This is an optimization exercise on Yosys and OpenROAD, whose aim is small area, not a production implementation. The RTL was checked by simulation tests, not by an equivalence proof against the original design. Power and IR drop assume default switching activity.

$ cat flow/flow/run.sh
#!/bin/bash
# The standard layout (standard.sh), with clock tree synthesis using
# clkbuf_8 buffers, large sink clusters and no dummy loads. The make output
# goes to standard_flow.log; each ORFS step keeps its own log under orfs/logs/.
set -euo pipefail
export CTS_ARGS="-sink_clustering_enable -repair_clock_nets -dont_use_dummy_load -buf_list sky130_fd_sc_hd__clkbuf_8 -sink_clustering_size 20 -sink_clustering_max_diameter 40"
bash standard.sh > standard_flow.log 2>&1
$ cat flow/standard.sh
#!/bin/bash
# synth_recipe.tcl (not shown) runs the flow's synth.tcl, then flattens the netlist and writes it again
# the make line also repeats each setting of config.mk as NAME=value (left out here)
make -C /OpenROAD-flow-scripts/flow DESIGN_CONFIG=/design/flow/config.mk WORK_HOME=/design/flow/orfs CLKGATE_MAP_FILE= SYNTH_SCRIPT=/design/flow/synth_recipe.tcl "${@:-finish}"
$ cat flow/config.mk
export PLATFORM = sky130hd
export DESIGN_NAME = opl2
export DESIGN_NICKNAME = opl2
export VERILOG_FILES = /design/flow/design.v
export SDC_FILE = /design/flow/constraint.sdc
export NUM_CORES = 4
export LEC_CHECK = 0
export ABC_AREA = 1
export CAP_MARGIN = 10
export CORE_MARGIN = 2
export CORE_UTILIZATION = 60
export GPL_TIMING_DRIVEN = 0
export PLACE_DENSITY = 0.72
export SLEW_MARGIN = 10
$ cat flow/constraint.sdc
create_clock -name core_clock -period 20.8 [get_ports {clk}]
set_input_delay 4.1600 -clock core_clock [delete_from_list [all_inputs] [get_ports {clk}]]
set_output_delay 4.1600 -clock core_clock [all_outputs]
set_load 0.01 [all_outputs]
$ cat flow/design.v
`timescale 1ns / 1ps
module opl_edge_detector #(
  parameter EDGE_LEVEL = 1,          
  parameter CLK_DLY = 0,             
  parameter INITIAL_INPUT_LEVEL = 0
) (
  input wire rst,
  input wire clk,
  input wire clk_en,
  input wire in,
  output reg edge_detected
);
  reg in_r0;
  reg in_r1;
  always @(posedge clk)
   if (rst) begin
      in_r0 <= INITIAL_INPUT_LEVEL;
      in_r1 <= INITIAL_INPUT_LEVEL;
   end else if (!CLK_DLY)
      in_r0 <= in;
    else if (clk_en) begin
      in_r0 <= in;
      in_r1 <= in_r0;
    end
  always @ *
    if (EDGE_LEVEL)
      if (!CLK_DLY)
        edge_detected = in && !in_r0;
      else
        edge_detected = in_r0 && !in_r1;
    else
      if (!CLK_DLY)
        edge_detected = !in && in_r0;
      else
        edge_detected = !in_r0 && in_r1;
endmodule
`timescale 1ns / 1ps
module opl_exp_lut (
  input wire [7:0] in,
  output reg [9:0] out
);
  always @ *
    case(in)
      8'h0:  out = 0;
      8'h1:  out = 3;
      8'h2:  out = 6;
      8'h3:  out = 8;
      8'h4:  out = 11;
      8'h5:  out = 14;
      8'h6:  out = 17;
      8'h7:  out = 20;
      8'h8:  out = 22;
      8'h9:  out = 25;
      8'ha:  out = 28;
      8'hb:  out = 31;
      8'hc:  out = 34;
      8'hd:  out = 37;
      8'he:  out = 40;
      8'hf:  out = 42;
      8'h10: out = 45;
      8'h11: out = 48;
      8'h12: out = 51;
      8'h13: out = 54;
      8'h14: out = 57;
      8'h15: out = 60;
      8'h16: out = 63;
      8'h17: out = 66;
      8'h18: out = 69;
      8'h19: out = 72;
      8'h1a: out = 75;
      8'h1b: out = 78;
      8'h1c: out = 81;
      8'h1d: out = 84;
      8'h1e: out = 87;
      8'h1f: out = 90;
      8'h20: out = 93;
      8'h21: out = 96;
      8'h22: out = 99;
      8'h23: out = 102;
      8'h24: out = 105;
      8'h25: out = 108;
      8'h26: out = 111;
      8'h27: out = 114;
      8'h28: out = 117;
      8'h29: out = 120;
      8'h2a: out = 123;
      8'h2b: out = 126;
      8'h2c: out = 130;
      8'h2d: out = 133;
      8'h2e: out = 136;
      8'h2f: out = 139;
      8'h30: out = 142;
      8'h31: out = 145;
      8'h32: out = 148;
      8'h33: out = 152;
      8'h34: out = 155;
      8'h35: out = 158;
      8'h36: out = 161;
      8'h37: out = 164;
      8'h38: out = 168;
      8'h39: out = 171;
      8'h3a: out = 174;
      8'h3b: out = 177;
      8'h3c: out = 181;
      8'h3d: out = 184;
      8'h3e: out = 187;
      8'h3f: out = 190;
      8'h40: out = 194;
      8'h41: out = 197;
      8'h42: out = 200;
      8'h43: out = 204;
      8'h44: out = 207;
      8'h45: out = 210;
      8'h46: out = 214;
      8'h47: out = 217;
      8'h48: out = 220;
      8'h49: out = 224;
      8'h4a: out = 227;
      8'h4b: out = 231;
      8'h4c: out = 234;
      8'h4d: out = 237;
      8'h4e: out = 241;
      8'h4f: out = 244;
      8'h50: out = 248;
      8'h51: out = 251;
      8'h52: out = 255;
      8'h53: out = 258;
      8'h54: out = 262;
      8'h55: out = 265;
      8'h56: out = 268;
      8'h57: out = 272;
      8'h58: out = 276;
      8'h59: out = 279;
      8'h5a: out = 283;
      8'h5b: out = 286;
      8'h5c: out = 290;
      8'h5d: out = 293;
      8'h5e: out = 297;
      8'h5f: out = 300;
      8'h60: out = 304;
      8'h61: out = 308;
      8'h62: out = 311;
      8'h63: out = 315;
      8'h64: out = 318;
      8'h65: out = 322;
      8'h66: out = 326;
      8'h67: out = 329;
      8'h68: out = 333;
      8'h69: out = 337;
      8'h6a: out = 340;
      8'h6b: out = 344;
      8'h6c: out = 348;
      8'h6d: out = 352;
      8'h6e: out = 355;
      8'h6f: out = 359;
      8'h70: out = 363;
      8'h71: out = 367;
      8'h72: out = 370;
      8'h73: out = 374;
      8'h74: out = 378;
      8'h75: out = 382;
      8'h76: out = 385;
      8'h77: out = 389;
      8'h78: out = 393;
      8'h79: out = 397;
      8'h7a: out = 401;
      8'h7b: out = 405;
      8'h7c: out = 409;
      8'h7d: out = 412;
      8'h7e: out = 416;
      8'h7f: out = 420;
      8'h80: out = 424;
      8'h81: out = 428;
      8'h82: out = 432;
      8'h83: out = 436;
      8'h84: out = 440;
      8'h85: out = 444;
      8'h86: out = 448;
      8'h87: out = 452;
      8'h88: out = 456;
      8'h89: out = 460;
      8'h8a: out = 464;
      8'h8b: out = 468;
      8'h8c: out = 472;
      8'h8d: out = 476;
      8'h8e: out = 480;
      8'h8f: out = 484;
      8'h90: out = 488;
      8'h91: out = 492;
      8'h92: out = 496;
      8'h93: out = 501;
      8'h94: out = 505;
      8'h95: out = 509;
      8'h96: out = 513;
      8'h97: out = 517;
      8'h98: out = 521;
      8'h99: out = 526;
      8'h9a: out = 530;
      8'h9b: out = 534;
      8'h9c: out = 538;
      8'h9d: out = 542;
      8'h9e: out = 547;
      8'h9f: out = 551;
      8'ha0: out = 555;
      8'ha1: out = 560;
      8'ha2: out = 564;
      8'ha3: out = 568;
      8'ha4: out = 572;
      8'ha5: out = 577;
      8'ha6: out = 581;
      8'ha7: out = 585;
      8'ha8: out = 590;
      8'ha9: out = 594;
      8'haa: out = 599;
      8'hab: out = 603;
      8'hac: out = 607;
      8'had: out = 612;
      8'hae: out = 616;
      8'haf: out = 621;
      8'hb0: out = 625;
      8'hb1: out = 630;
      8'hb2: out = 634;
      8'hb3: out = 639;
      8'hb4: out = 643;
      8'hb5: out = 648;
      8'hb6: out = 652;
      8'hb7: out = 657;
      8'hb8: out = 661;
      8'hb9: out = 666;
      8'hba: out = 670;
      8'hbb: out = 675;
      8'hbc: out = 680;
      8'hbd: out = 684;
      8'hbe: out = 689;
      8'hbf: out = 693;
      8'hc0: out = 698;
      8'hc1: out = 703;
      8'hc2: out = 708;
      8'hc3: out = 712;
      8'hc4: out = 717;
      8'hc5: out = 722;
      8'hc6: out = 726;
      8'hc7: out = 731;
      8'hc8: out = 736;
      8'hc9: out = 741;
      8'hca: out = 745;
      8'hcb: out = 750;
      8'hcc: out = 755;
      8'hcd: out = 760;
      8'hce: out = 765;
      8'hcf: out = 770;
      8'hd0: out = 774;
      8'hd1: out = 779;
      8'hd2: out = 784;
      8'hd3: out = 789;
      8'hd4: out = 794;
      8'hd5: out = 799;
      8'hd6: out = 804;
      8'hd7: out = 809;
      8'hd8: out = 814;
      8'hd9: out = 819;
      8'hda: out = 824;
      8'hdb: out = 829;
      8'hdc: out = 834;
      8'hdd: out = 839;
      8'hde: out = 844;
      8'hdf: out = 849;
      8'he0: out = 854;
      8'he1: out = 859;
      8'he2: out = 864;
      8'he3: out = 869;
      8'he4: out = 874;
      8'he5: out = 880;
      8'he6: out = 885;
      8'he7: out = 890;
      8'he8: out = 895;
      8'he9: out = 900;
      8'hea: out = 906;
      8'heb: out = 911;
      8'hec: out = 916;
      8'hed: out = 921;
      8'hee: out = 927;
      8'hef: out = 932;
      8'hf0: out = 937;
      8'hf1: out = 942;
      8'hf2: out = 948;
      8'hf3: out = 953;
      8'hf4: out = 959;
      8'hf5: out = 964;
      8'hf6: out = 969;
      8'hf7: out = 975;
      8'hf8: out = 980;
      8'hf9: out = 986;
      8'hfa: out = 991;
      8'hfb: out = 996;
      8'hfc: out = 1002;
      8'hfd: out = 1007;
      8'hfe: out = 1013;
      8'hff: out = 1018;
    endcase
endmodule
`timescale 1ns / 1ps
module opl_log_sine_lut (
  input wire [7:0] theta,
  output reg [11:0] out
);
  always @ *
    case(theta)
      8'h0:  out = 2137;
      8'h1:  out = 1731;
      8'h2:  out = 1543;
      8'h3:  out = 1419;
      8'h4:  out = 1326;
      8'h5:  out = 1252;
      8'h6:  out = 1190;
      8'h7:  out = 1137;
      8'h8:  out = 1091;
      8'h9:  out = 1050;
      8'ha:  out = 1013;
      8'hb:  out = 979;
      8'hc:  out = 949;
      8'hd:  out = 920;
      8'he:  out = 894;
      8'hf:  out = 869;
      8'h10: out = 846;
      8'h11: out = 825;
      8'h12: out = 804;
      8'h13: out = 785;
      8'h14: out = 767;
      8'h15: out = 749;
      8'h16: out = 732;
      8'h17: out = 717;
      8'h18: out = 701;
      8'h19: out = 687;
      8'h1a: out = 672;
      8'h1b: out = 659;
      8'h1c: out = 646;
      8'h1d: out = 633;
      8'h1e: out = 621;
      8'h1f: out = 609;
      8'h20: out = 598;
      8'h21: out = 587;
      8'h22: out = 576;
      8'h23: out = 566;
      8'h24: out = 556;
      8'h25: out = 546;
      8'h26: out = 536;
      8'h27: out = 527;
      8'h28: out = 518;
      8'h29: out = 509;
      8'h2a: out = 501;
      8'h2b: out = 492;
      8'h2c: out = 484;
      8'h2d: out = 476;
      8'h2e: out = 468;
      8'h2f: out = 461;
      8'h30: out = 453;
      8'h31: out = 446;
      8'h32: out = 439;
      8'h33: out = 432;
      8'h34: out = 425;
      8'h35: out = 418;
      8'h36: out = 411;
      8'h37: out = 405;
      8'h38: out = 399;
      8'h39: out = 392;
      8'h3a: out = 386;
      8'h3b: out = 380;
      8'h3c: out = 375;
      8'h3d: out = 369;
      8'h3e: out = 363;
      8'h3f: out = 358;
      8'h40: out = 352;
      8'h41: out = 347;
      8'h42: out = 341;
      8'h43: out = 336;
      8'h44: out = 331;
      8'h45: out = 326;
      8'h46: out = 321;
      8'h47: out = 316;
      8'h48: out = 311;
      8'h49: out = 307;
      8'h4a: out = 302;
      8'h4b: out = 297;
      8'h4c: out = 293;
      8'h4d: out = 289;
      8'h4e: out = 284;
      8'h4f: out = 280;
      8'h50: out = 276;
      8'h51: out = 271;
      8'h52: out = 267;
      8'h53: out = 263;
      8'h54: out = 259;
      8'h55: out = 255;
      8'h56: out = 251;
      8'h57: out = 248;
      8'h58: out = 244;
      8'h59: out = 240;
      8'h5a: out = 236;
      8'h5b: out = 233;
      8'h5c: out = 229;
      8'h5d: out = 226;
      8'h5e: out = 222;
      8'h5f: out = 219;
      8'h60: out = 215;
      8'h61: out = 212;
      8'h62: out = 209;
      8'h63: out = 205;
      8'h64: out = 202;
      8'h65: out = 199;
      8'h66: out = 196;
      8'h67: out = 193;
      8'h68: out = 190;
      8'h69: out = 187;
      8'h6a: out = 184;
      8'h6b: out = 181;
      8'h6c: out = 178;
      8'h6d: out = 175;
      8'h6e: out = 172;
      8'h6f: out = 169;
      8'h70: out = 167;
      8'h71: out = 164;
      8'h72: out = 161;
      8'h73: out = 159;
      8'h74: out = 156;
      8'h75: out = 153;
      8'h76: out = 151;
      8'h77: out = 148;
      8'h78: out = 146;
      8'h79: out = 143;
      8'h7a: out = 141;
      8'h7b: out = 138;
      8'h7c: out = 136;
      8'h7d: out = 134;
      8'h7e: out = 131;
      8'h7f: out = 129;
      8'h80: out = 127;
      8'h81: out = 125;
      8'h82: out = 122;
      8'h83: out = 120;
      8'h84: out = 118;
      8'h85: out = 116;
      8'h86: out = 114;
      8'h87: out = 112;
      8'h88: out = 110;
      8'h89: out = 108;
      8'h8a: out = 106;
      8'h8b: out = 104;
      8'h8c: out = 102;
      8'h8d: out = 100;
      8'h8e: out = 98;
      8'h8f: out = 96;
      8'h90: out = 94;
      8'h91: out = 92;
      8'h92: out = 91;
      8'h93: out = 89;
      8'h94: out = 87;
      8'h95: out = 85;
      8'h96: out = 83;
      8'h97: out = 82;
      8'h98: out = 80;
      8'h99: out = 78;
      8'h9a: out = 77;
      8'h9b: out = 75;
      8'h9c: out = 74;
      8'h9d: out = 72;
      8'h9e: out = 70;
      8'h9f: out = 69;
      8'ha0: out = 67;
      8'ha1: out = 66;
      8'ha2: out = 64;
      8'ha3: out = 63;
      8'ha4: out = 62;
      8'ha5: out = 60;
      8'ha6: out = 59;
      8'ha7: out = 57;
      8'ha8: out = 56;
      8'ha9: out = 55;
      8'haa: out = 53;
      8'hab: out = 52;
      8'hac: out = 51;
      8'had: out = 49;
      8'hae: out = 48;
      8'haf: out = 47;
      8'hb0: out = 46;
      8'hb1: out = 45;
      8'hb2: out = 43;
      8'hb3: out = 42;
      8'hb4: out = 41;
      8'hb5: out = 40;
      8'hb6: out = 39;
      8'hb7: out = 38;
      8'hb8: out = 37;
      8'hb9: out = 36;
      8'hba: out = 35;
      8'hbb: out = 34;
      8'hbc: out = 33;
      8'hbd: out = 32;
      8'hbe: out = 31;
      8'hbf: out = 30;
      8'hc0: out = 29;
      8'hc1: out = 28;
      8'hc2: out = 27;
      8'hc3: out = 26;
      8'hc4: out = 25;
      8'hc5: out = 24;
      8'hc6: out = 23;
      8'hc7: out = 23;
      8'hc8: out = 22;
      8'hc9: out = 21;
      8'hca: out = 20;
      8'hcb: out = 20;
      8'hcc: out = 19;
      8'hcd: out = 18;
      8'hce: out = 17;
      8'hcf: out = 17;
      8'hd0: out = 16;
      8'hd1: out = 15;
      8'hd2: out = 15;
      8'hd3: out = 14;
      8'hd4: out = 13;
      8'hd5: out = 13;
      8'hd6: out = 12;
      8'hd7: out = 12;
      8'hd8: out = 11;
      8'hd9: out = 10;
      8'hda: out = 10;
      8'hdb: out = 9;
      8'hdc: out = 9;
      8'hdd: out = 8;
      8'hde: out = 8;
      8'hdf: out = 7;
      8'he0: out = 7;
      8'he1: out = 7;
      8'he2: out = 6;
      8'he3: out = 6;
      8'he4: out = 5;
      8'he5: out = 5;
      8'he6: out = 5;
      8'he7: out = 4;
      8'he8: out = 4;
      8'he9: out = 4;
      8'hea: out = 3;
      8'heb: out = 3;
      8'hec: out = 3;
      8'hed: out = 2;
      8'hee: out = 2;
      8'hef: out = 2;
      8'hf0: out = 2;
      8'hf1: out = 1;
      8'hf2: out = 1;
      8'hf3: out = 1;
      8'hf4: out = 1;
      8'hf5: out = 1;
      8'hf6: out = 1;
      8'hf7: out = 1;
      8'hf8: out = 0;
      8'hf9: out = 0;
      8'hfa: out = 0;
      8'hfb: out = 0;
      8'hfc: out = 0;
      8'hfd: out = 0;
      8'hfe: out = 0;
      8'hff: out = 0;
    endcase
endmodule
`timescale 1ns / 1ps
module ksl_add_rom # (
  parameter integer KSL_ADD_WIDTH = 8  
) (
  input wire [10-1:0] fnum,
  input wire [3-1:0] block,
  input wire [2-1:0] ksl,
  output reg [KSL_ADD_WIDTH-1:0] ksl_add
);
  reg [6:0] rom_out;
  wire signed [KSL_ADD_WIDTH-1:0] tmp0;
  wire signed [KSL_ADD_WIDTH-1:0] tmp1;
  wire [10-6-1:0] fnum_shifted;
  assign fnum_shifted = fnum >> 6;
  always @ *
    case (fnum_shifted)
      0:  rom_out = 0;
      1:  rom_out = 32;
      2:  rom_out = 40;
      3:  rom_out = 45;
      4:  rom_out = 48;
      5:  rom_out = 51;
      6:  rom_out = 53;
      7:  rom_out = 55;
      8:  rom_out = 56;
      9:  rom_out = 58;
      10: rom_out = 59;
      11: rom_out = 60;
      12: rom_out = 61;
      13: rom_out = 62;
      14: rom_out = 63;
      15: rom_out = 64;
    endcase
  assign tmp0 = block - 8;
  assign tmp1 = rom_out + (tmp0 << 3);
  always @ *
    case (ksl)
    0: ksl_add = 0;
    1: ksl_add = tmp1 <= 0 ? 0 : tmp1 << 1;
    2: ksl_add = tmp1 <= 0 ? 0 : tmp1;
    3: ksl_add = tmp1 <= 0 ? 0 : tmp1 << 2;
    endcase
endmodule
`timescale 1ns / 1ps
module tremolo (
  input wire rst,
  input wire clk,
  input wire sample_clk_en,
  input wire dam,  
  output wire [5-1:0] am_val
);
  localparam TREMOLO_MAX_COUNT = 13*1024;
  localparam TREMOLO_INDEX_WIDTH = 14;
  reg [TREMOLO_INDEX_WIDTH-1:0] tremolo_index;
  wire [TREMOLO_INDEX_WIDTH-8-1:0] am_val_tmp0;
  wire [TREMOLO_INDEX_WIDTH-8-1:0] am_val_tmp1;
  always @(posedge clk)
    if (rst)
      tremolo_index <= 0;
    else if (sample_clk_en)
      if (tremolo_index == TREMOLO_MAX_COUNT - 1)
        tremolo_index <= 0;
      else
        tremolo_index <= tremolo_index + 1;
  assign am_val_tmp0 = tremolo_index >> 8;
  assign am_val_tmp1 = (am_val_tmp0 > 26) ? (2*26 + ~am_val_tmp0) : am_val_tmp0;
  assign am_val = dam ? am_val_tmp1 : am_val_tmp1 >> 2;
endmodule
`timescale 1ns / 1ps
module vibrato (
  input wire [12:0] vibrato_index,
  input wire [10-1:0] fnum,
  input wire dvb,
  output wire [10-1:0] vib_val
);
  wire [10-1:0] delta0;
  wire [10-1:0] delta1;
  wire [10-1:0] delta2;
  assign delta0 = fnum >> 7;
  assign delta1 = ((vibrato_index >> 10) & 3) == 3 ? delta0 >> 1 : delta0;
  assign delta2 = !dvb ? delta1 >> 1 : delta1;
  assign vib_val = ((vibrato_index >> 10) & 4) != 0 ? ~delta2 : delta2;
endmodule
`timescale 1ns / 1ps
module env_rate_counter (
  input wire ksr,  
  input wire nts,  
  input wire [10-1:0] fnum,
  input wire [3-1:0] block,
  input wire [4-1:0] requested_rate,
  output wire [17:0] increment
);
  wire [8-1:0] rate_tmp0;
  wire [8-1:0] rate_tmp1;
  wire [8-1:0] rate_tmp2;
  wire [8-1:0] effective_rate;
  wire [8-1:0] rate_value;
  wire [8-1:0] requested_rate_shifted;
  wire [1:0] rof;
  assign rate_tmp0 = nts ? fnum[8] : fnum[9];
  assign rate_tmp1 = rate_tmp0 | (block << 1);
  assign rate_tmp2 = ksr ? rate_tmp1 : rate_tmp1 >> 2;
  assign requested_rate_shifted = requested_rate << 2;
  assign effective_rate = (rate_tmp2 + requested_rate_shifted > 60) ?  60 : rate_tmp2 + requested_rate_shifted;
  assign rate_value = effective_rate >> 2;
  assign rof = effective_rate[1:0];
  assign increment = (4 | rof) << rate_value;
endmodule
`timescale 1ns / 1ps
module envelope_generator #(
  parameter SILENCE = 511
)(
  input wire [4-1:0] ar,   
  input wire [4-1:0] dr,   
  input wire [4-1:0] sl,   
  input wire [4-1:0] rr,   
  input wire ksr,                       
  input wire egt,                       
  input wire nts,                       
  input wire [10-1:0] fnum,
  input wire [3-1:0] block,
  input wire key_on_old,
  input wire key_off_old,
  input wire key_on_new,
  input wire key_off_new,
  input wire [1:0] state0,
  input wire [9-1:0] env_int0,
  input wire [14:0] counter0,
  output reg [1:0] state2,
  output reg [9-1:0] env_int1,
  output wire [14:0] counter1
);
  localparam [1:0]
    RELEASE  = 2'b00,
    ATTACK  = 2'b01,
    DECAY   = 2'b10,
    SUSTAIN  = 2'b11;
  reg [1:0] next_state;
  reg [1:0] state1;
  reg [4-1:0] requested_rate1;
  reg [4-1:0] requested_rate2;
  wire [17:0] increment1;
  wire [17:0] increment2;
  wire [17:0] overflow_tmp;
  wire [8-1:0] rate_counter_overflow;
  always @ *
    case (state0)
    ATTACK: next_state = env_int0 == 0 ? DECAY : ATTACK;
    DECAY: next_state = (env_int0 >> 4) >= sl ? SUSTAIN : DECAY;
    SUSTAIN: next_state = !egt ? RELEASE : SUSTAIN;
    RELEASE: next_state = RELEASE;
    default: next_state = RELEASE;
    endcase
  always @ *
    if (key_on_old)
      state1 = ATTACK;
    else if (key_off_old)
      state1 = RELEASE;
    else
      state1 = next_state;
  always @ *
    if (key_on_new)
      state2 = ATTACK;
    else if (key_off_new)
      state2 = RELEASE;
    else
      state2 = state1;
  always @ *
    case (state1)
    ATTACK: requested_rate1 = ar;
    DECAY: requested_rate1 = dr;
    SUSTAIN: requested_rate1 = 0;
    RELEASE: requested_rate1 = rr;
    default: requested_rate1 = rr;
    endcase
  always @ *
    case (state2)
    ATTACK: requested_rate2 = ar;
    DECAY: requested_rate2 = dr;
    SUSTAIN: requested_rate2 = 0;
    RELEASE: requested_rate2 = rr;
    default: requested_rate2 = rr;
    endcase
  env_rate_counter rate1 (
    .ksr(ksr),
    .nts(nts),
    .fnum(fnum),
    .block(block),
    .requested_rate(requested_rate1),
    .increment(increment1)
  );
  env_rate_counter rate2 (
    .ksr(ksr),
    .nts(nts),
    .fnum(fnum),
    .block(block),
    .requested_rate(requested_rate2),
    .increment(increment2)
  );
  assign counter1 = requested_rate1 != 0 ? counter0 + increment1 : counter0;
  assign overflow_tmp = counter1 + increment2;
  assign rate_counter_overflow = overflow_tmp >> 15;
  always @ *
    if (state2 == ATTACK && rate_counter_overflow != 0 && env_int0 != 0)
      env_int1 = env_int0 - (((env_int0*rate_counter_overflow) >> 3) + 1);
    else if (state2 == DECAY || state2 == RELEASE)
      if (env_int0 + rate_counter_overflow > SILENCE)
        env_int1 = SILENCE;
      else
        env_int1 = env_int0 + rate_counter_overflow;
    else
      env_int1 = env_int0;
endmodule
`timescale 1ns / 1ps
module calc_rhythm_phase (
  input wire rst,
  input wire clk,
  input wire sample_clk_en,
  input wire [20-1:0] phase_acc,
  input wire [20-1:0] friend_phase_acc,
  input wire [2:0] op_type,
  output reg [20-1:0] rhythm_phase
);
  localparam RAND_POLYNOMIAL = 'h800302;  
  localparam RAND_NUM_WIDTH = 24;
  reg [20-10-1:0] friend_phase;
  wire [20-10-1:0] phase_bit;
  wire [20-10-1:0] upper_current_phase;
  reg [20-10-1:0] noise_bit;
  reg [RAND_NUM_WIDTH-1:0] rand_num;
  assign upper_current_phase = phase_acc >> 10;
  always @ *
    case (op_type)
    2:   friend_phase = friend_phase_acc >> 10;
    5: friend_phase = friend_phase_acc >> 10;
    default:    friend_phase = 0;
    endcase
  assign
    phase_bit = (((upper_current_phase & 'h88) ^ ((upper_current_phase << 5) & 'h80)) |
     ((friend_phase ^ (friend_phase << 2)) & 'h20)) ? 'h02 : 'h00;
  always @ *
    case (op_type)
    2:   noise_bit = rand_num[0] << 1;
    4: noise_bit = rand_num[0] << 8;
    default:    noise_bit = 0;
    endcase
  always @ *
    case (op_type)
    0:   rhythm_phase = phase_acc;
    1: rhythm_phase = phase_acc;
    2:   rhythm_phase = ((phase_bit << 8) | ('h34 << (phase_bit ^ noise_bit))) << 10;
    3:  rhythm_phase = phase_acc;
    4: rhythm_phase = (('h100 + (upper_current_phase & 'h100)) ^ noise_bit) << 10;
    5: rhythm_phase = ((1 + phase_bit) << 8) << 10;
    default:    rhythm_phase = phase_acc;
    endcase
  always @(posedge clk)
    if (rst)
      rand_num <= 1;
    else if (sample_clk_en)
      if (rand_num & 1)
        rand_num <= (rand_num ^ RAND_POLYNOMIAL) >> 1;
      else
        rand_num <= rand_num >> 1;
endmodule
`timescale 1ns / 1ps
module calc_phase_inc (
  input wire [10-1:0] fnum,
  input wire [4-1:0] mult,
  input wire [3-1:0] block,
  input wire vib,
  input wire signed [10-1:0] vib_val,
  output reg signed [20-1:0] phase_inc
);
  reg signed [20-1:0] post_mult;
  reg [3:0] pre_mult_adj;
  always @(*) begin
    case (mult)
    'h0: pre_mult_adj = 1;
    'h1: pre_mult_adj = 1;
    'h2: pre_mult_adj = 2;
    'h3: pre_mult_adj = 3;
    'h4: pre_mult_adj = 4;
    'h5: pre_mult_adj = 5;
    'h6: pre_mult_adj = 6;
    'h7: pre_mult_adj = 7;
    'h8: pre_mult_adj = 8;
    'h9: pre_mult_adj = 9;
    'hA: pre_mult_adj = 10;
    'hB: pre_mult_adj = 10;
    'hC: pre_mult_adj = 12;
    'hD: pre_mult_adj = 12;
    'hE: pre_mult_adj = 15;
    'hF: pre_mult_adj = 15;
    default: pre_mult_adj = 1;
    endcase
  end
  wire [10+3:0] fnum_mult = fnum * pre_mult_adj;
  wire [20-1:0] fnum_mult_shifted = fnum_mult << block;
  always @ *
    case (mult)
    'h0: post_mult = fnum_mult_shifted >> 1;
    default: post_mult = fnum_mult_shifted;
    endcase
  always @ *
    if (vib)
      phase_inc = post_mult + vib_val;
    else
      phase_inc = post_mult;
endmodule
`timescale 1ns / 1ps
module operator (
  input wire clk,
  input wire [10-1:0] fnum,
  input wire [4-1:0] mult,
  input wire [3-1:0] block,
  input wire [2-1:0] ws,
  input wire vib,
  input wire kon,                       
  input wire [4-1:0] ar,   
  input wire [4-1:0] dr,   
  input wire [4-1:0] sl,   
  input wire [4-1:0] rr,   
  input wire [6-1:0] tl,    
  input wire ksr,                       
  input wire [2-1:0] ksl,  
  input wire egt,                       
  input wire am,                        
  input wire nts,                       
  input wire [5-1:0] am_val,
  input wire [10-1:0] vib_val,
  input wire [20-1:0] rhythm_phase_in_friend,
  input wire rhythm_on_old,             
  input wire rhythm_on_new,
  input wire use_feedback,
  input wire [3-1:0] fb,
  input wire signed [13-1:0] feedback1,
  input wire signed [13-1:0] feedback2,
  input wire [13-1:0] modulation,
  input wire [2:0] op_type,
  input wire rand_en,
  input wire rst,
  input wire kon_r0,
  input wire kon_r1,
  input wire koff_r0,
  input wire koff_r1,
  input wire [45:0] st_in,
  output wire [45:0] st_out,
  output reg signed [13-1:0] out
);
  localparam LOG_SIN_OUT_WIDTH = 12;
  localparam EXP_OUT_WIDTH = 10;
  localparam LOG_SIN_PLUS_GAIN_WIDTH = 13;
  localparam SILENCE = 511;
  wire [1:0] state0 = st_in[1:0];
  wire [9-1:0] env_int0 = st_in[10:2];
  wire [14:0] counter0 = st_in[25:11];
  wire [20-1:0] phase_acc0 = st_in[45:26];
  wire normal = op_type == 0;
  wire koff_r0_new = normal ? kon : koff_r0;
  wire koff_r1_new = normal ? koff_r0 : koff_r1;
  wire key_on_old = (kon_r0 && !kon_r1) || rhythm_on_old;
  wire key_off_old = !koff_r0 && koff_r1;
  wire key_on_new = (kon && !kon_r0) || rhythm_on_new;
  wire key_off_new = !koff_r0_new && koff_r1_new;
  wire [1:0] state2;
  wire [9-1:0] env_int1;
  wire [14:0] counter1;
  envelope_generator envelope_generator (
    .ar(ar),
    .dr(dr),
    .sl(sl),
    .rr(rr),
    .ksr(ksr),
    .egt(egt),
    .nts(nts),
    .fnum(fnum),
    .block(block),
    .key_on_old(key_on_old),
    .key_off_old(key_off_old),
    .key_on_new(key_on_new),
    .key_off_new(key_off_new),
    .state0(state0),
    .env_int0(env_int0),
    .counter0(counter0),
    .state2(state2),
    .env_int1(env_int1),
    .counter1(counter1)
  );
  wire signed [20-1:0] phase_inc;
  wire [20-1:0] rhythm_phase;
  wire signed [13-1:0] feedback_result;
  reg signed [13+1+2**3-1:0] feedback_result_p0;
  calc_phase_inc calc_phase_inc (
    .fnum(fnum),
    .mult(mult),
    .block(block),
    .vib(vib),
    .vib_val(vib_val),
    .phase_inc(phase_inc)
  );
  calc_rhythm_phase calc_rhythm_phase (
    .rst(rst),
    .clk(clk),
    .sample_clk_en(rand_en),
    .phase_acc(phase_acc0),
    .friend_phase_acc(rhythm_phase_in_friend),
    .op_type(op_type),
    .rhythm_phase(rhythm_phase)
  );
  always @ *
    if (fb == 0)
      feedback_result_p0 = 0;
    else
      feedback_result_p0 = ((feedback1 +
       feedback2) <<< fb);
  assign feedback_result = feedback_result_p0 >>> 9;
  wire [13-1:0] modulation_in = use_feedback ? feedback_result : modulation;
  wire [20-1:0] phase_sum = phase_acc0 + phase_inc;
  wire [20-1:0] phase_acc1 = key_on_new ? 0 : phase_sum;
  wire rhythm_op = op_type == 2 || op_type == 4 ||
   op_type == 5;
  wire [9:0] phase_hi = rhythm_op ? rhythm_phase[19:10] + phase_inc[19:10] :
   phase_sum[19:10];
  wire [9:0] final_phase = key_on_new ? 10'd0 : phase_hi + modulation_in[9:0];
  assign st_out = {phase_acc1, counter1, env_int1, state2};
  wire [9-1:0] level_add;  
  wire [7:0] ksl_add;
  ksl_add_rom ksl_add_rom (
    .fnum(fnum),
    .block(block),
    .ksl(ksl),
    .ksl_add(ksl_add)
  );
  assign level_add = am ? (tl << 2) + ksl_add + am_val : (tl << 2) + ksl_add;
  reg [9:0] final_phase_p;
  reg [9-1:0] env_int_p;
  reg [9-1:0] level_add_p;
  reg [2-1:0] ws_p;
  reg shift_p;
  always @(posedge clk) begin
    final_phase_p <= final_phase;
    env_int_p <= env_int1;
    level_add_p <= level_add;
    ws_p <= ws;
    shift_p <= !(op_type == 0 || op_type == 1);
  end
  reg signed [9+1:0] env_tmp;  
  reg [9-1:0] env;
  wire [LOG_SIN_OUT_WIDTH-1:0] log_sin_out;
  wire [LOG_SIN_PLUS_GAIN_WIDTH-1:0] log_sin_plus_gain;
  wire [EXP_OUT_WIDTH-1:0] exp_out;
  wire [13-1:0] tmp_out0;
  reg signed [13-1:0] tmp_out1;
  reg signed [13-1:0] tmp_out2;
  wire signed [13-1:0] tmp_ws2;
  always @ * begin
    env_tmp = env_int_p + level_add_p;
    if (env_tmp < 0)
      env = 0;
    else if (env_tmp > SILENCE)
      env = SILENCE;
    else
      env = env_tmp;
  end
  opl_log_sine_lut log_sine_lut_inst (
    .theta(final_phase_p[8] ? ~final_phase_p[7:0] : final_phase_p[7:0]),
    .out(log_sin_out)
  );
  assign log_sin_plus_gain = (log_sin_out) + (env << 3);
  opl_exp_lut exp_lut_inst (
    .in(~log_sin_plus_gain[7:0]),
    .out(exp_out)
  );
  assign tmp_out0 = (2**10 + exp_out) << 1;
  assign tmp_ws2 = tmp_out1 < 0 ? ~tmp_out1 : tmp_out1;
  always @ *
    if (final_phase_p[9])
      tmp_out1 = ~(tmp_out0 >> log_sin_plus_gain[LOG_SIN_PLUS_GAIN_WIDTH-1:8]);
    else
      tmp_out1 = tmp_out0 >> log_sin_plus_gain[LOG_SIN_PLUS_GAIN_WIDTH-1:8];
  always @ *
    case (ws_p)
    0: tmp_out2 = tmp_out1;
    1: tmp_out2 = tmp_out1 < 0 ? 0 : tmp_out1;
    2: tmp_out2 = tmp_ws2;
    3: tmp_out2 = final_phase_p[8] ? 0 : tmp_ws2;
    endcase
  always @ *
    if (shift_p)
      out = tmp_out2 << 1;
    else
      out = tmp_out2;
endmodule
`timescale 1ns / 1ps
module timer #(
  parameter MAX_VALUE  
) (
  input wire rst,
  input wire clk,
  input wire [8-1:0] init,
  input wire start,
  output reg overflow
);
  reg [8-1:0] counter;
  reg [
  (MAX_VALUE <= 2) ? 1 : (
  (MAX_VALUE <= 4) ? 2 : (
  (MAX_VALUE <= 8) ? 3 : (
  (MAX_VALUE <= 16) ? 4 : (
  (MAX_VALUE <= 32) ? 5 : (
  (MAX_VALUE <= 64) ? 6 : (
  (MAX_VALUE <= 128) ? 7 : (
  (MAX_VALUE <= 256) ? 8 : (
  (MAX_VALUE <= 512) ? 9 : (
  (MAX_VALUE <= 1024) ? 10 : (
  (MAX_VALUE <= 2048) ? 11 : (
  (MAX_VALUE <= 4196) ? 12 : (
  (MAX_VALUE <= 8192) ? 13 : (
  (MAX_VALUE <= 16384) ? 14 : (
  (MAX_VALUE <= 32768) ? 15 : (
  (MAX_VALUE <= 32768) ? 16 : (
  (MAX_VALUE <= 131072) ? 17 : (
  (MAX_VALUE <= 262144) ? 18 : (
  (MAX_VALUE <= 524288) ? 19 : (
  (MAX_VALUE <= 1048576) ? 20 : (
  (MAX_VALUE <= 2097152) ? 21 : (
  (MAX_VALUE <= 4194304) ? 22 : (
  (MAX_VALUE <= 8388608) ? 23 : (
  (MAX_VALUE <= 4194304) ? 24 : (
  (MAX_VALUE <= 16777216) ? 25 : (
  (MAX_VALUE <= 33554432) ? 26 : (
  -1))))))))))))))))))))))))))-1:0] sub_counter;
  wire start_pulse;
  opl_edge_detector #(
    .EDGE_LEVEL(1),
    .CLK_DLY(1)
  ) start_timer_edge_detect (
    .rst(rst),
    .clk(clk),
    .clk_en(1'b1),
    .in(start),
    .edge_detected(start_pulse)
  );
  always @(posedge clk) begin
    overflow <= 0;
    if (rst) begin
      counter <= 0;
      sub_counter <= 0;
    end else if (start_pulse) begin
      counter <= init;
      sub_counter <= MAX_VALUE - 1;
    end else if (start) begin
      sub_counter <= sub_counter - 1;
      if (!sub_counter) begin
        sub_counter <= MAX_VALUE - 1;
        counter <= counter + 1;
        if (&counter) begin
          overflow <= 1;
          counter <= init;
        end
      end
    end
  end
endmodule
`timescale 1ns / 1ps
module opl2 (
  input rst,  
  input clk,  
  input  [7:0] din,
  output [7:0] dout,
  input cs_n,
  input wr_n,
  input a0,
  output reg irq_n,
  output reg signed [15:0] sample
);
localparam integer CNTR_MAX = 873;
localparam integer TIMER1_MAX = 3456;
localparam integer TIMER2_MAX = 15360;
localparam NOP = 18;
localparam NCH = 9;
localparam QDEPTH = 10;
localparam [45:0] STATE_RESET = 46'd511 << 2;  
function [7:0] op_off(input integer k);
  op_off = (k < 6) ? k : (k < 12) ? k + 2 : k + 4;
endfunction
wire read  = !cs_n && !a0;
wire write = !cs_n && !wr_n;
wire addr_write = (!a0 && write);
wire reg_write = (a0 && write);
reg timer1_overflow;
reg timer2_overflow;
assign dout = read ? {timer1_overflow | timer2_overflow, timer1_overflow, timer2_overflow, 5'd0} : 8'h00;
reg [7:0] index;
always @(posedge clk, posedge rst) begin
  if (rst) index <= 0;
  else if (addr_write) index <= {din};
end
reg [11:0] cntr;
reg sample_clk_en;
always @(posedge clk, posedge rst)
  if (rst) begin
    cntr <= 12'd0;
    sample_clk_en <= 1'b0;
  end else begin
    cntr <= cntr == CNTR_MAX-1 ? 12'd0 : cntr + 1'b1;
    sample_clk_en <= cntr == 12'd0;
  end
reg calc;
reg car;
reg [3:0] q;
always @(posedge clk, posedge rst)
  if (rst) begin
    calc <= 0;
    car <= 0;
    q <= 0;
  end else if (sample_clk_en) begin
    calc <= 1;
    car <= 0;
    q <= 0;
  end else if (calc) begin
    if (q == NCH - 1) begin
      q <= 0;
      car <= 1;
      if (car)
        calc <= 0;
    end else
      q <= q + 1'b1;
  end
wire calc_mod = calc && !car;
wire calc_car = calc && car;
reg [7:0] qa [0:QDEPTH-1];
reg [7:0] qd [0:QDEPTH-1];
reg [3:0] q_wp, q_rp, q_lp, q_n;
reg [7:0] q_last;
wire any_fresh;
wire q_pop = !calc && !any_fresh && q_n != 0;
wire q_use = reg_write && (sample_clk_en || calc || any_fresh || q_n != 0);
wire q_merge = q_use && q_n != 0 && q_last == index && !(q_pop && q_n == 1);
wire q_push = q_use && !q_merge;
function [3:0] q_inc(input [3:0] p);
  q_inc = p == QDEPTH - 1 ? 4'd0 : p + 1'b1;
endfunction
always @(posedge clk)
  if (rst) begin
    q_wp <= 0;
    q_rp <= 0;
    q_lp <= 0;
    q_n <= 0;
  end else begin
    if (q_push) begin
      q_wp <= q_inc(q_wp);
      q_lp <= q_wp;
      q_last <= index;
    end
    if (q_pop)
      q_rp <= q_inc(q_rp);
    q_n <= q_n + q_push - q_pop;
  end
genvar i;
generate
  for (i = 0; i < QDEPTH; i = i + 1) begin: queue
    always @(posedge clk) begin
      if (q_push && q_wp == i) begin
        qa[i] <= index;
        qd[i] <= din;
      end else if (q_merge && q_lp == i)
        qd[i] <= din;
    end
  end
endgenerate
wire lw = q_pop || (reg_write && !q_use);
wire [7:0] la = q_pop ? qa[q_rp] : index;
wire [7:0] ld = q_pop ? qd[q_rp] : din;
reg [33:0] reg_mod [0:NCH-1];
reg [33:0] reg_car [0:NCH-1];
reg [19:0] reg_ch [0:NCH-1];
reg r08;
reg [7:0] rBD;
wire [7:0] ldr = rst ? 8'd0 : ld;
always @(posedge clk) begin
  if (rst || (lw && la == 8'h08)) r08 <= ldr[6];
  if (rst || (lw && la == 8'hBD)) rBD <= ldr;
end
reg [3:0] head_ch;
always @(posedge clk, posedge rst)
  if (rst)
    head_ch <= NCH - 2;
  else
    head_ch <= head_ch == NCH - 1 ? 4'd0 : head_ch + 1'b1;
wire [3:0] head_ch_next = head_ch == NCH - 1 ? 4'd0 : head_ch + 1'b1;
wire [4:0] la_off = la[4:0];
wire la_op_grp = la[7:5] == 3'd1 || la[7:5] == 3'd2 || la[7:5] == 3'd3 ||
 la[7:5] == 3'd4 || la[7:5] == 3'd7;
wire la_op = la_op_grp && la_off[4:3] != 2'd3 && la_off[2:1] != 2'd3;
wire la_op_car = la_off[2:0] >= 3'd3;
wire la_ch = (la[7:4] == 4'hA || la[7:4] == 4'hB || la[7:4] == 4'hC) && la[3:0] < NCH;
wire [3:0] la_q = la_op ? la_off[4:3] * 3 + (la_off[2:0] >= 3'd3 ? la_off[2:0] - 3'd3 : la_off[2:0]) : la[3:0];
wire [3:0] la_pos = la_q >= head_ch_next ? la_q - head_ch_next : la_q + NCH - head_ch_next;
wire [4:0] wr_op_byte = {la[7:5] == 3'd1, la[7:5] == 3'd2, la[7:5] == 3'd3,
 la[7:5] == 3'd4, la[7:5] == 3'd7};
wire [2:0] wr_ch_byte = {la[7:4] == 4'hA, la[7:4] == 4'hB, la[7:4] == 4'hC};
wire wr_mod = lw && la_op && !la_op_car;
wire wr_car = lw && la_op && la_op_car;
wire wr_ch = lw && la_ch;
function [33:0] put_op(input [33:0] old, input [4:0] sel, input [7:0] d);
  put_op = {sel[4] ? d : old[33:26], sel[3] ? d : old[25:18],
   sel[2] ? d : old[17:10], sel[1] ? d : old[9:2], sel[0] ? d[1:0] : old[1:0]};
endfunction
function [19:0] put_ch(input [19:0] old, input [2:0] sel, input [7:0] d);
  put_ch = {sel[2] ? d : old[19:12], sel[1] ? d[5:0] : old[11:6],
   sel[0] ? d[5:0] : old[5:0]};
endfunction
wire nts = r08;
wire dam = rBD[7];
wire dvb = rBD[6];
wire ryt = rBD[5];
wire bd  = rBD[4];
wire sd  = rBD[3];
wire tom = rBD[2];
wire tc  = rBD[1];
wire hh  = rBD[0];
reg [45:0] mod_state [0:NCH-1];
reg [45:0] car_state [0:NCH-1];
reg [5:0] key_det [0:NCH-1];
reg signed [12:0] mod_out [0:NCH-1];
reg signed [12:0] car_out [0:NCH-1];
reg signed [12:0] feedback2 [0:NCH-1];
wire [45:0] st_out;
wire signed [12:0] op_out;
reg wb_mod, wb_car;
always @(posedge clk) begin
  wb_mod <= calc_mod;
  wb_car <= calc_car;
end
reg [NCH-1:0] fresh;
assign any_fresh = |fresh;
always @(posedge clk)
  if (rst)
    fresh <= {NCH{1'b1}};
  else
    fresh <= {1'b0, fresh[NCH-1:1]};
wire [45:0] mod_state0 = fresh[0] ? STATE_RESET : mod_state[0];
wire [45:0] car_state0 = fresh[0] ? STATE_RESET : car_state[0];
wire [5:0] key_det0 = fresh[0] ? 6'd0 : key_det[0];
wire signed [12:0] mod_out0 = fresh[0] ? 13'sd0 : mod_out[0];
wire signed [12:0] car_out0 = fresh[0] ? 13'sd0 : car_out[0];
wire signed [12:0] feedback20 = fresh[0] ? 13'sd0 : feedback2[0];
wire [33:0] reg_mod0 = fresh[0] ? 34'd0 : reg_mod[0];
wire [33:0] reg_car0 = fresh[0] ? 34'd0 : reg_car[0];
wire [19:0] reg_ch0 = fresh[0] ? 20'd0 : reg_ch[0];
genvar p;
generate
  for (p = 0; p < NCH; p = p + 1) begin: reg_ring
    wire [33:0] mod_in = p == NCH - 1 ? reg_mod0 : reg_mod[(p + 1) % NCH];
    wire [33:0] car_in = p == NCH - 1 ? reg_car0 : reg_car[(p + 1) % NCH];
    wire [19:0] ch_in = p == NCH - 1 ? reg_ch0 : reg_ch[(p + 1) % NCH];
    wire here = la_pos == p;
    always @(posedge clk) begin
      reg_mod[p] <= put_op(mod_in, {5{wr_mod && here}} & wr_op_byte, ld);
      reg_car[p] <= put_op(car_in, {5{wr_car && here}} & wr_op_byte, ld);
      reg_ch[p] <= put_ch(ch_in, {3{wr_ch && here}} & wr_ch_byte, ld);
    end
  end
endgenerate
integer k;
always @(posedge clk) begin
  for (k = 0; k < NCH - 1; k = k + 1) begin
    mod_state[k] <= mod_state[k+1];
    car_state[k] <= car_state[k+1];
    mod_out[k] <= mod_out[k+1];
    car_out[k] <= car_out[k+1];
    key_det[k] <= key_det[k+1];
    feedback2[k] <= feedback2[k+1];
  end
  mod_state[NCH-1] <= calc_mod ? st_out : mod_state0;
  car_state[NCH-1] <= calc_car ? st_out : car_state0;
  mod_out[NCH-1] <= mod_out0;
  car_out[NCH-1] <= car_out0;
  key_det[NCH-1] <= calc_mod ? key_det_new : key_det0;
  feedback2[NCH-1] <= feedback20;
  if (wb_mod) begin
    mod_out[7] <= op_out;
    feedback2[7] <= mod_out[8];
  end
  if (wb_car)
    car_out[7] <= op_out;
end
reg [4:0] mod_op;
always @ (*)
  case (q)
  0: mod_op = 0;  1: mod_op = 1;  2: mod_op = 2;
  3: mod_op = 6;  4: mod_op = 7;  5: mod_op = 8;
  6: mod_op = 12; 7: mod_op = 13; default: mod_op = 14;
  endcase
wire [4:0] op = car ? mod_op + 5'd3 : mod_op;
wire ryt_hh_tom = ryt && (q == 7 || q == 8);
reg [2:0] op_type;
always @ (*)
  if (!ryt)
    op_type = 0;
  else
    case (q)
    6: op_type = 1;
    7: op_type = car ? 4 : 2;
    8: op_type = car ? 5 : 3;
    default: op_type = 0;
    endcase
wire [33:0] c_op = car ? reg_car0 : reg_mod0;
wire [7:0] c20 = c_op[33:26];
wire [7:0] c40 = c_op[25:18];
wire [7:0] c60 = c_op[17:10];
wire [7:0] c80 = c_op[9:2];
wire [1:0] cE0 = c_op[1:0];
wire [7:0] cA0 = reg_ch0[19:12];
wire [5:0] cB0 = reg_ch0[11:6];
wire [5:0] cC0 = reg_ch0[5:0];
wire [9:0] fnum = {cB0[1:0], cA0};
wire use_feedback = !car && !ryt_hh_tom;
wire [2:0] fb_cur = use_feedback ? cC0[3:1] : 3'd0;
wire [12:0] modulation = (!car || cC0[0] || ryt_hh_tom) ? 13'd0 : mod_out0;
wire [19:0] friend_phase_acc = car ? mod_state[NCH-1][45:26] : car_state[1][45:26];
reg [12:0] vibrato_base;
always @(posedge clk)
  if (rst)
    vibrato_base <= 0;
  else if (calc_car && q == NCH - 1)
    vibrato_base <= vibrato_base + NOP;
wire [12:0] vibrato_index = vibrato_base + op + 1'b1;
wire [9:0] vib_val;
vibrato vibrato (
  .vibrato_index(vibrato_index),
  .fnum(fnum),
  .dvb(dvb),
  .vib_val(vib_val)
);
wire [5-1:0] am_val;
tremolo tremolo (
  .rst(rst),
  .clk(clk),
  .sample_clk_en(sample_clk_en),
  .dam(dam),
  .am_val(am_val)
);
reg [4:0] rhy_r0, rhy_r1;
reg [4:0] rhy_sel;
always @ (*)
  case (op_type)
  1:  rhy_sel = 5'b00001;
  4: rhy_sel = 5'b00010;
  3:    rhy_sel = 5'b00100;
  5: rhy_sel = 5'b01000;
  2:     rhy_sel = 5'b10000;
  default:        rhy_sel = 5'b00000;
  endcase
wire [4:0] rhy_in = {hh, tc, tom, sd, bd};
wire rhythm_on_old = |(rhy_sel & rhy_r0 & ~rhy_r1);
wire rhythm_on_new = |(rhy_sel & rhy_in & ~rhy_r0);
always @(posedge clk)
  if (rst) begin
    rhy_r0 <= 0;
    rhy_r1 <= 0;
  end else if (calc) begin
    rhy_r0 <= (rhy_sel & rhy_in) | (~rhy_sel & rhy_r0);
    rhy_r1 <= (rhy_sel & rhy_r0) | (~rhy_sel & rhy_r1);
  end
wire normal = op_type == 0;
wire kx = key_det0[5], ky = key_det0[4], kz = key_det0[3];
wire fx = key_det0[2], fy = key_det0[1], fz = key_det0[0];
wire kon_r0 = car ? ky : kx;
wire kon_r1 = car ? kz : ky;
wire koff_r0 = car && normal ? fy : fx;
wire koff_r1 = car && normal ? fz : fy;
wire [5:0] key_det_new = {cB0[5], kx, ky, normal ? {cB0[5], fx, fy} : {fx, fy, fz}};
operator operator_inst(
  .clk(clk),
  .fnum(fnum),
  .mult(c20[3:0]),
  .block(cB0[4:2]),
  .ws(cE0),
  .vib(c20[6]),
  .kon(cB0[5]),
  .ar(c60[7:4]),
  .dr(c60[3:0]),
  .sl(c80[7:4]),
  .rr(c80[3:0]),
  .tl(c40[5:0]),
  .ksr(c20[4]),
  .ksl(c40[7:6]),
  .egt(c20[5]),
  .am(c20[7]),
  .nts(nts),
  .am_val(am_val),
  .vib_val(vib_val),
  .rhythm_phase_in_friend(friend_phase_acc),
  .rhythm_on_old(rhythm_on_old),
  .rhythm_on_new(rhythm_on_new),
  .use_feedback(use_feedback),
  .fb(fb_cur),
  .feedback1(mod_out0),
  .feedback2(feedback20),
  .modulation(modulation),
  .op_type(op_type),
  .rand_en(sample_clk_en),
  .rst(rst),
  .kon_r0(kon_r0),
  .kon_r1(kon_r1),
  .koff_r0(koff_r0),
  .koff_r1(koff_r1),
  .st_in(car ? car_state0 : mod_state0),
  .st_out(st_out),
  .out(op_out)
);
reg cnt0_prev;
always @(posedge clk)
  if (calc_mod && q == 0)
    cnt0_prev <= cC0[0];
wire cnt_cur = q == 0 ? cnt0_prev : cC0[0];
wire signed [12:0] m_out = mod_out0;
wire signed [12:0] c_out = car_out0;
reg signed [12:0] ch_a;
reg signed [12:0] ch_b;
always @ (*) begin
  ch_a = 0;
  ch_b = c_out;
  if (q == 6 && ryt) begin
    if (!cnt_cur) ch_b = m_out;
  end else if (cnt_cur || (ryt && q >= 7))
    ch_a = m_out;
end
wire signed [13:0] channel_out = ch_a + ch_b;
reg signed [19-1:0] channel_acc_pre_clamp;
always @(posedge clk, posedge rst)
  if (rst)
    channel_acc_pre_clamp <= 0;
  else if (sample_clk_en)
    channel_acc_pre_clamp <= 0;
  else if (calc_mod)
    channel_acc_pre_clamp <= channel_acc_pre_clamp + channel_out;
always @(posedge clk, posedge rst)
  if (rst)
    sample <= 0;
  else if (sample_clk_en)
    if (channel_acc_pre_clamp > 2**15 - 1)
      sample <= 2**15 - 1;
    else if (channel_acc_pre_clamp < -2**15)
      sample <= -2**15;
    else
      sample <= channel_acc_pre_clamp;
reg [7:0] timer1_preset;
always @(posedge clk, posedge rst) begin
  if (rst)                  timer1_preset <= 0;
  else if (reg_write && index == 2) timer1_preset <= din;
end
reg timer1_mask;
reg timer1_active;
always @(posedge clk, posedge rst) begin
  if (rst) {timer1_mask, timer1_active} <= 0;
  else if (reg_write && index == 4 && ~din[7]) {timer1_mask, timer1_active} <= {din[6], din[0]};
end
wire timer1_pulse;
timer #(
  .MAX_VALUE(TIMER1_MAX)
) timer1(
  .rst(rst),
  .clk(clk),
  .init(timer1_preset),
  .start(timer1_active),
  .overflow(timer1_pulse)
);
always @(posedge clk, posedge rst) begin
  if (rst) timer1_overflow <= 0;
  else begin
    if (reg_write && index == 4 && din[7]) timer1_overflow <= 0;
    if (timer1_pulse)                 		 timer1_overflow <= 1;
  end
end
reg [7:0] timer2_preset;
always @(posedge clk, posedge rst) begin
  if (rst) timer2_preset <= 0;
  else if (reg_write && index == 3) timer2_preset <= din;
end
reg timer2_mask;
reg timer2_active;
always @(posedge clk, posedge rst) begin
  if (rst) {timer2_mask, timer2_active} <= 0;
  else if (reg_write && index == 4 && ~din[7]) {timer2_mask, timer2_active} <= {din[5], din[1]};
end
wire timer2_pulse;
timer #(.MAX_VALUE(TIMER2_MAX)) timer2 (
  .rst(rst),
  .clk(clk),
  .init(timer2_preset),
  .start(timer2_active),
  .overflow(timer2_pulse)
);
always @(posedge clk, posedge rst) begin
  if (rst) timer2_overflow <= 0;
  else begin
    if (reg_write && index == 4 && din[7]) timer2_overflow <= 0;
    if (timer2_pulse)                      timer2_overflow <= 1;
  end
end
always @(posedge clk, posedge rst) begin
  if (rst) irq_n <= 1;
  else begin
    if (reg_write && index == 4 && din[7]) irq_n <= 1;
    if (~timer1_mask && timer1_pulse)      irq_n <= 0;
    if (~timer2_mask && timer2_pulse)      irq_n <= 0;
  end
end
endmodule
==> flow_summary.toml, run 1 <==
[sta]
grt_setup_unrepaired = "no"
hold-worst-slack_ns = 0.221
worst_pin_slew_ns = 1.35
finClkSkew_ns = 0.179
final_period_minus_worst_setup_slack_ns = 17.29
maxSlewViolCount = 0
setup_tns_ns = 0
setup_viol = 0
fin_crit_sh_pct = 83.1
max-slew-margin-rel_pct = 9.70
max_freq_mhz = 57.8
final-hold-violation-count = 0

[logic_synthesis]
ys_seq_area_share_pct = 58.4
yosys.area.top_type = "dfxtp_1"
synth-edff-count = 178
synth_area_um2 = 87500
synthAdderAreaFrac_pct = 5.43
async_flop_share_pct = 3.65
yosys_warnings = 23
synthFlopType = "dfxtp_1"
synth_cell_types = 76
avgSynthCellArea_um2 = 8.98
yosys.area_share.simple_pct = 16.3
synth_seq_cells = 2439
synth_top_family_by_area = "simple AND/OR/NAND/NOR gates"
synth_top_area_share_pct = 49.7
synth_xor_area_share_pct = 1.59
synth_mux_area_share_pct = 0.149
synth-compound-area-share_pct = 12.7
synthTopCellsByArea = "dfxtp_1 (50%), nand2_1 (9.5%), o21ai_0 (7.7%), edfxtp_1 (6.1%), ha_1 (4.0%)"
syn_inst = 9742

[critical_path]
critical_path_class = "reg2reg"
path_buf_inv = 17
crit_fanout = 10
cp.arrival_ns = 18.14
crit_path_max_incr_delay_ns = 1.01
rrSetupSlack_ns = 3.51
cpMostUsedCell = "nand2_1"
critPathLaunchType = "flip-flop"
critPathRequiredTime_ns = 21.64
cpMaxStageDelayCell = "clkbuf_1"
worst_path_dominant_cell_family = "buffers and inverters"
end_kind = "flip-flop"

[clock_network]
cts_buffers = 234
htreeDepth = 4
post_cts_buffers = 0
clk_pin_slew_ns = 0.09
cts-root-buf = "clkbuf_8"
hold_buffers = 0
cts.sinks = 2439
cts_resized = 0
insertion_delay_ns = 1.03
clock_path_buffers = 3
cts_tree = "built"

[layout]
drive_gt1_share_pct = 4.23
layout_commonest_cell = "nand2_1"
layout_common_cells = "nand2_1 (2203), dfxtp_1 (2172), o21ai_0 (1353), inv_1 (791), nor2_1 (684)"
area_delta_synth_final_pct = 7.15
nets = 10400
multi_input_comb_area_um2 = 31800
num-fill-cells = 12100
seq_area_um2 = 51100
final_cells = 12000

[power]
clkPwrFrac_pct = 31.8
power_density_nw_per_um2 = 80.4
swShare_pct = 22.6
p_sw_mw = 1.70
total_power_mw = 7.54
peakVddDrop_uv = 73.5
pwr-share-seq_pct = 63.6
intPower_mw = 5.83
leakage_nw = 38.3
pwr-share-comb_pct = 4.6

[detailed_routing]
first_pass_iters = 6
viasPerCell = 5.70
drcViolationCount = 0
wl_per_cell_um = 22.3
routed_wirelength_um = 267000
drtIter0Drc = 6916
num_vias = 68200
ant_nets = 0

[flow_run]
drv_cap = 0

[global_route]
grt_pass1_wl_um = 388000
grt_overflow = 0
grt_pass1_vias = 62700
grt_max_degree = 50
grt_antenna_before_repair = 22
grtUsageTotal_pct = 35.1

[placement]
place_inst = 11700
dp_hpwl_um = 203000
gp_congestion = 1.03
io_buffers = 32

[die]
pin_count = 38
die_h_um = 386
start_util_pct = 60.2
die_area_um2 = 149000
core_um2 = 145000
fp-row-count = 140
die_w_um = 386

[worst_hold_path]
hold_path_class = "reg2reg"

[run_status]
status = "finished clean"
## per-stage QoR
step,util [%],area [um^2],setup WS (ns)
final,64.5,93700,3.51
after detailed placement,62.3,90500,3.74
after global routing,64.5,93700,2.49
after CTS,64.5,93700,3.82
after floorplan,-,87500,8.78
after global placement,62.1,90200,3.86
## synthesized netlist by cell type (30+ instances only)
cell	n
edfxtp_1	178
o22ai_1	34
dfxtp_1	2172
a31oi_1	47
a221oi_1	34
clkbuf_1	333
o21ai_0	1354
dfrtp_1	85
buf_1	30
ha_1	279
xor2_1	100
nand3_1	415
nand4_1	30
inv_1	791
nor2_1	689
or2_2	32
fa_1	63
o21ai_1	67
o211ai_1	49
a21oi_1	305
nand2_1	2203
xnor2_1	57
nor3_1	69
## final timing paths
kind	start	endpoint	cells after the start
max	fresh[0]$_SDFF_PP1_	car_state[8][10]$_DFF_P_	89
min	car_state[8][11]$_DFF_P_	car_state[7][11]$_DFF_P_	0
max reg2reg	fresh[0]$_SDFF_PP1_	car_state[8][10]$_DFF_P_	89
min reg2reg	car_state[8][11]$_DFF_P_	car_state[7][11]$_DFF_P_	0
max in group asynchronous	rst	irq_n$_DFFE_PP1P_	5
min in group asynchronous	rst	head_ch[3]$_DFF_PP0_	4
## layer usage
metal	routed length (um)	up-vias	track usage [%]
li1	-	32300	-
met1	111000	31800	47.1
met2	116000	3316	53.8
met3	24200	786	7.22
met4	15700	18	18.3
met5	109	-	0
## logic make-up after synthesis
family / after synthesis
AND/OR/NAND/NOR: 3518
flip-flops: 2439
AO/OA/AOI/OAI: 2047
buffers and inverters: 1224
adder cells (fa/ha/maj): 342
XOR/XNOR: 158
multiplexers: 13
other: 1
## layout make-up
type                    count  share of cell area, %
well taps                1917                   2.56
repair buffers             45                  0.553
flip-flops and latches   2439                   54.5
diodes                     12                 0.0320
inverters                 827                   3.32
plain buffers             397                   1.71
multi-input cells        6083                   33.9
clock buffers             234                   3.44
## power by group through the flow
stage	logic (mW)	clock network, mW	registers (mW)
global route	0.380	2.60	4.80
finish	0.346	2.40	4.79
global placement	0.324	0	4.90
CTS	0.339	2.43	4.79
floorplan	0.206	0	4.88
detailed placement	0.338	0	4.90
## flip-flops by register name, indices dropped and copies added, names as in the netlist, 9 cells and up, named ones only
name and flops:
car_state 414, mod_state 414, reg_car 306, reg_mod 306, reg_ch 162, car_out 117, feedback2 117, mod_out 117
qa 80, qd 80, key_det 54, operator_inst.calc_rhythm_phase.rand_num 23, channel_acc_pre_clamp 19, sample 16, timer2.sub_counter 14, tremolo.tremolo_index 14
cntr 12, timer1.sub_counter 12, vibrato_base 12, operator_inst.final_phase_p 10, fresh 9, operator_inst.env_int_p 9, operator_inst.level_add_p 9
==> inputs of run 2 (changes only) <==
==> flow/flow/run.sh (replaced) <==
#!/bin/bash
# The standard layout (standard.sh), with clock tree synthesis using
# clkbuf_4 buffers and no dummy loads. The make output goes to
# standard_flow.log; each ORFS step keeps its own log under orfs/logs/.
set -euo pipefail
export CTS_ARGS="-sink_clustering_enable -repair_clock_nets -dont_use_dummy_load -buf_list sky130_fd_sc_hd__clkbuf_4"
bash standard.sh > standard_flow.log 2>&1
--- a/flow/config.mk
+++ b/flow/config.mk
@@ -7,8 +7,8 @@
 export LEC_CHECK = 0
 export ABC_AREA = 1
-export CAP_MARGIN = 10
+export CAP_MARGIN = 20
 export CORE_MARGIN = 2
-export CORE_UTILIZATION = 60
+export CORE_UTILIZATION = 55
 export GPL_TIMING_DRIVEN = 0
-export PLACE_DENSITY = 0.72
-export SLEW_MARGIN = 10
+export PLACE_DENSITY = 0.7
+export SLEW_MARGIN = 20
==> flow_summary.toml, run 2 <==
[run_status]
status = "finished clean"

[detailed_routing]
first_pass_iters = 8
num_vias = 69300
routed_wirelength_um = 267000
drtIter0Drc = 6649
drcViolationCount = 0
viasPerCell = 5.55
wl_per_cell_um = 21.4
ant_nets = 0

[logic_synthesis]
synth_seq_cells = 2439
synthAdderAreaFrac_pct = 5.43
yosys-top-cells-count = "nand2_1 (2203), dfxtp_1 (2172), o21ai_0 (1354)"
avgSynthCellArea_um2 = 8.98
synthFlopType = "dfxtp_1"
synth_top_family_by_area = "simple AND/OR/NAND/NOR gates"
yosys_warnings = 23
synth-edff-count = 178
synth_area_um2 = 87500
syn_inst = 9742
synthTopCellsByArea = "dfxtp_1 (50%), nand2_1 (9.5%), o21ai_0 (7.7%), edfxtp_1 (6.1%), ha_1 (4.0%)"
synth_mux_area_share_pct = 0.149
yosys.area_share.simple_pct = 16.3
yosys.area.top_type = "dfxtp_1"
synth_most_common_cell = "nand2_1"
ys_seq_area_share_pct = 58.4
synth_xor_area_share_pct = 1.59
synth-compound-area-share_pct = 12.7
synth_top_area_share_pct = 49.7
synth_cell_types = 76
async_flop_share_pct = 3.65

[critical_path]
crit_path_max_incr_delay_ns = 0.88
cpMaxStageDelayCell = "buf_1"
crit_fanout = 10
critPathRequiredTime_ns = 22.04
cpMostUsedCell = "nand2_1"
critical_path_class = "reg2reg"
end_kind = "flip-flop"
cp.arrival_ns = 18.26
critPathLaunchType = "flip-flop"

[sta]
final-hold-violation-count = 0
grt_setup_unrepaired = "no"
finalWorstSetupSlack_ns = 3.79
final_period_minus_worst_setup_slack_ns = 17.01
finClkSkew_ns = 0.152
worst_pin_slew_ns = 1.17
setup_tns_ns = 0
max-slew-margin-rel_pct = 22.1
setup_viol = 0
fin_crit_sh_pct = 81.8
maxSlewViolCount = 0
max_freq_mhz = 58.8

[layout]
layout_commonest_cell = "nand2_1"
reg_top3 = "car_state: 414 flops, mod_state: 414 flops"
nets = 10800
layout_common_cells = "nand2_1 (2203), dfxtp_1 (2172), o21ai_0 (1352), inv_1 (791), nor2_1 (685)"
drive_gt1_share_pct = 7.70
area_delta_synth_final_pct = 8.90

[placement]
place_ws_ns = 3.51
dp_hpwl_um = 198000
io_buffers = 32
gp_congestion = 1.01

[clock_network]
cts_tree = "built"
post_cts_buffers = 0
clk_pin_slew_ns = 0.06
cts_buffers = 604
cts-root-buf = "clkbuf_4"
insertion_delay_ns = 1.38
hold_buffers = 0
clock_path_buffers = 4
cts.sinks = 2439
cts_resized = 0
htreeDepth = 6

[die]
pin_count = 38
fp-row-count = 146
die_w_um = 403
start_util_pct = 55.3
die_area_um2 = 162000
core_um2 = 158000
die_h_um = 403

[global_route]
grt_antenna_before_repair = 18
grt_max_degree = 48
grtUsageTotal_pct = 32.4
grt_pass1_vias = 66500
grt_pass1_wl_um = 397000
grt_overflow = 0

[power]
peakVddDrop_uv = 65.4
power_density_nw_per_um2 = 84.5
leakage_nw = 39.4

[flow_run]
drv_cap = 0

[worst_hold_path]
hold_path_class = "reg2reg"
[run 2: cell counts after synthesis]
No cell type changed its count.
[run 2: stage by stage]
step | utilization [%] | power (mW) | hold slack (ns) | instances | instance area, um^2
CTS | 60.2 | 8.12 | 0.221 | 12500 | 95200
global placement | 57.1 | 5.21 | 0.310 | 11900 | 90400
floorplan | - | 5.09 | 0.310 | 9746 | 87500
detailed placement | 57.3 | 5.22 | 0.312 | 11900 | 90700
global route | 60.2 | 8.38 | 0.218 | 12500 | 95200
finish | 60.2 | 8.05 | 0.223 | 12500 | 95300
[run 2: logic make-up (layout without fill, tap and decap cells)]
logic type | Yosys count | in the layout
AOI/OAI and AO/OA | 2047 | 2047
and+or+nand+nor | 3518 | 3518
other | 1 | 20
xor gates and xnor gates | 158 | 158
muxes | 13 | 13
buffers and inverters | 1224 | 1874
adders and majority gates | 342 | 342
DFF | 2439 | 2439
[run 2: final cells by class]
cell class / instances / area (um^2)
Buffer: 397 / 1600
Tap cell: 2072 / 2590
Antenna cell: 15 / 37.5
Clock buffer: 604 / 4530
Fill cell: 14100 / 62900
Multi-Input combinational cell: 6083 / 31800
Inverter: 827 / 3110
Sequential cell: 2439 / 51100
Timing Repair Buffer: 46 / 505
[run 2: layer usage]
layer,track usage [%],routed length (um)
met1,42.8,113000
met2,50.0,118000
met3,6.67,22100
met4,17.4,14400
met5,0,9
[run 2: path summary, 6_finish.rpt]
| check | end | cells after the start | slack [ns] | startpoint |
|---|---|---|---|---|
| max | mod_state[8][10]$_DFF_P_ | 83 | 3.79 | fresh[0]$_SDFF_PP1_ |
| min | mod_out[2][2]$_DFF_P_ | 0 | 0.22 | mod_out[3][2]$_DFF_P_ |
| max reg2reg | mod_state[8][10]$_DFF_P_ | 83 | 3.79 | fresh[0]$_SDFF_PP1_ |
| min reg2reg | mod_out[2][2]$_DFF_P_ | 0 | 0.22 | mod_out[3][2]$_DFF_P_ |
| max in group asynchronous | channel_acc_pre_clamp[0]$_DFFE_PP0P_ | 5 | 15.60 | rst |
| min in group asynchronous | timer2_overflow$_DFFE_PP0P_ | 4 | 4.51 | rst |
[run 2: where the power goes]
part           leakage (nW)  total (mW)  internal [mW]  switching, mW
sequential             20.3        4.80           4.76         0.0336
clock                  2.78        2.92           1.32           1.60
combinational          16.4       0.329         0.0879          0.241
[run 2: worst max-delay path: cells and delay by family, from the launching register on]
| kind | cells | cell delay, ns |
|---|---|---|
| AO/OA/AOI/OAI | 15 | 2.77 |
| XOR/XNOR | 3 | 0.69 |
| adder cells (fa/ha/maj) | 9 | 3.46 |
| buffers and inverters | 15 | 5.28 |
| flip-flops | 1 | 0.55 |
| AND/OR/NAND/NOR | 41 | 4.20 |

afterwards: timing with drivers on the ports:
No port has a modelled driver above. Below, the same layouts with a new extraction and two added sets of constraints. Step 1 assumes that a clkbuf_16 drives the clock port and a buf_2 every other input. Step 2 adds t to the input delays and takes it off the output delays; t is the mean of the earliest and latest rising clock arrival at the registers after step 1. Input paths then give back, and output paths get back, about the clock's delay inside the block. Slacks: ideal / step 1 / step 2; pairs: ideal / step 1.
| run | t, ns | slack for setup (ns) | worst register clock-pin slew, ns | worst slew at a driven data input, ns |
|---|---|---|---|---|
| run 1 | 0.996 | 3.507 / 3.507 / 3.507 | 0.11 / 0.11 | 0.23 |
| run 2 | 1.390 | 3.786 / 3.786 / 3.786 | 0.07 / 0.07 | 0.24 |
After both steps every run listed still meets setup and hold.
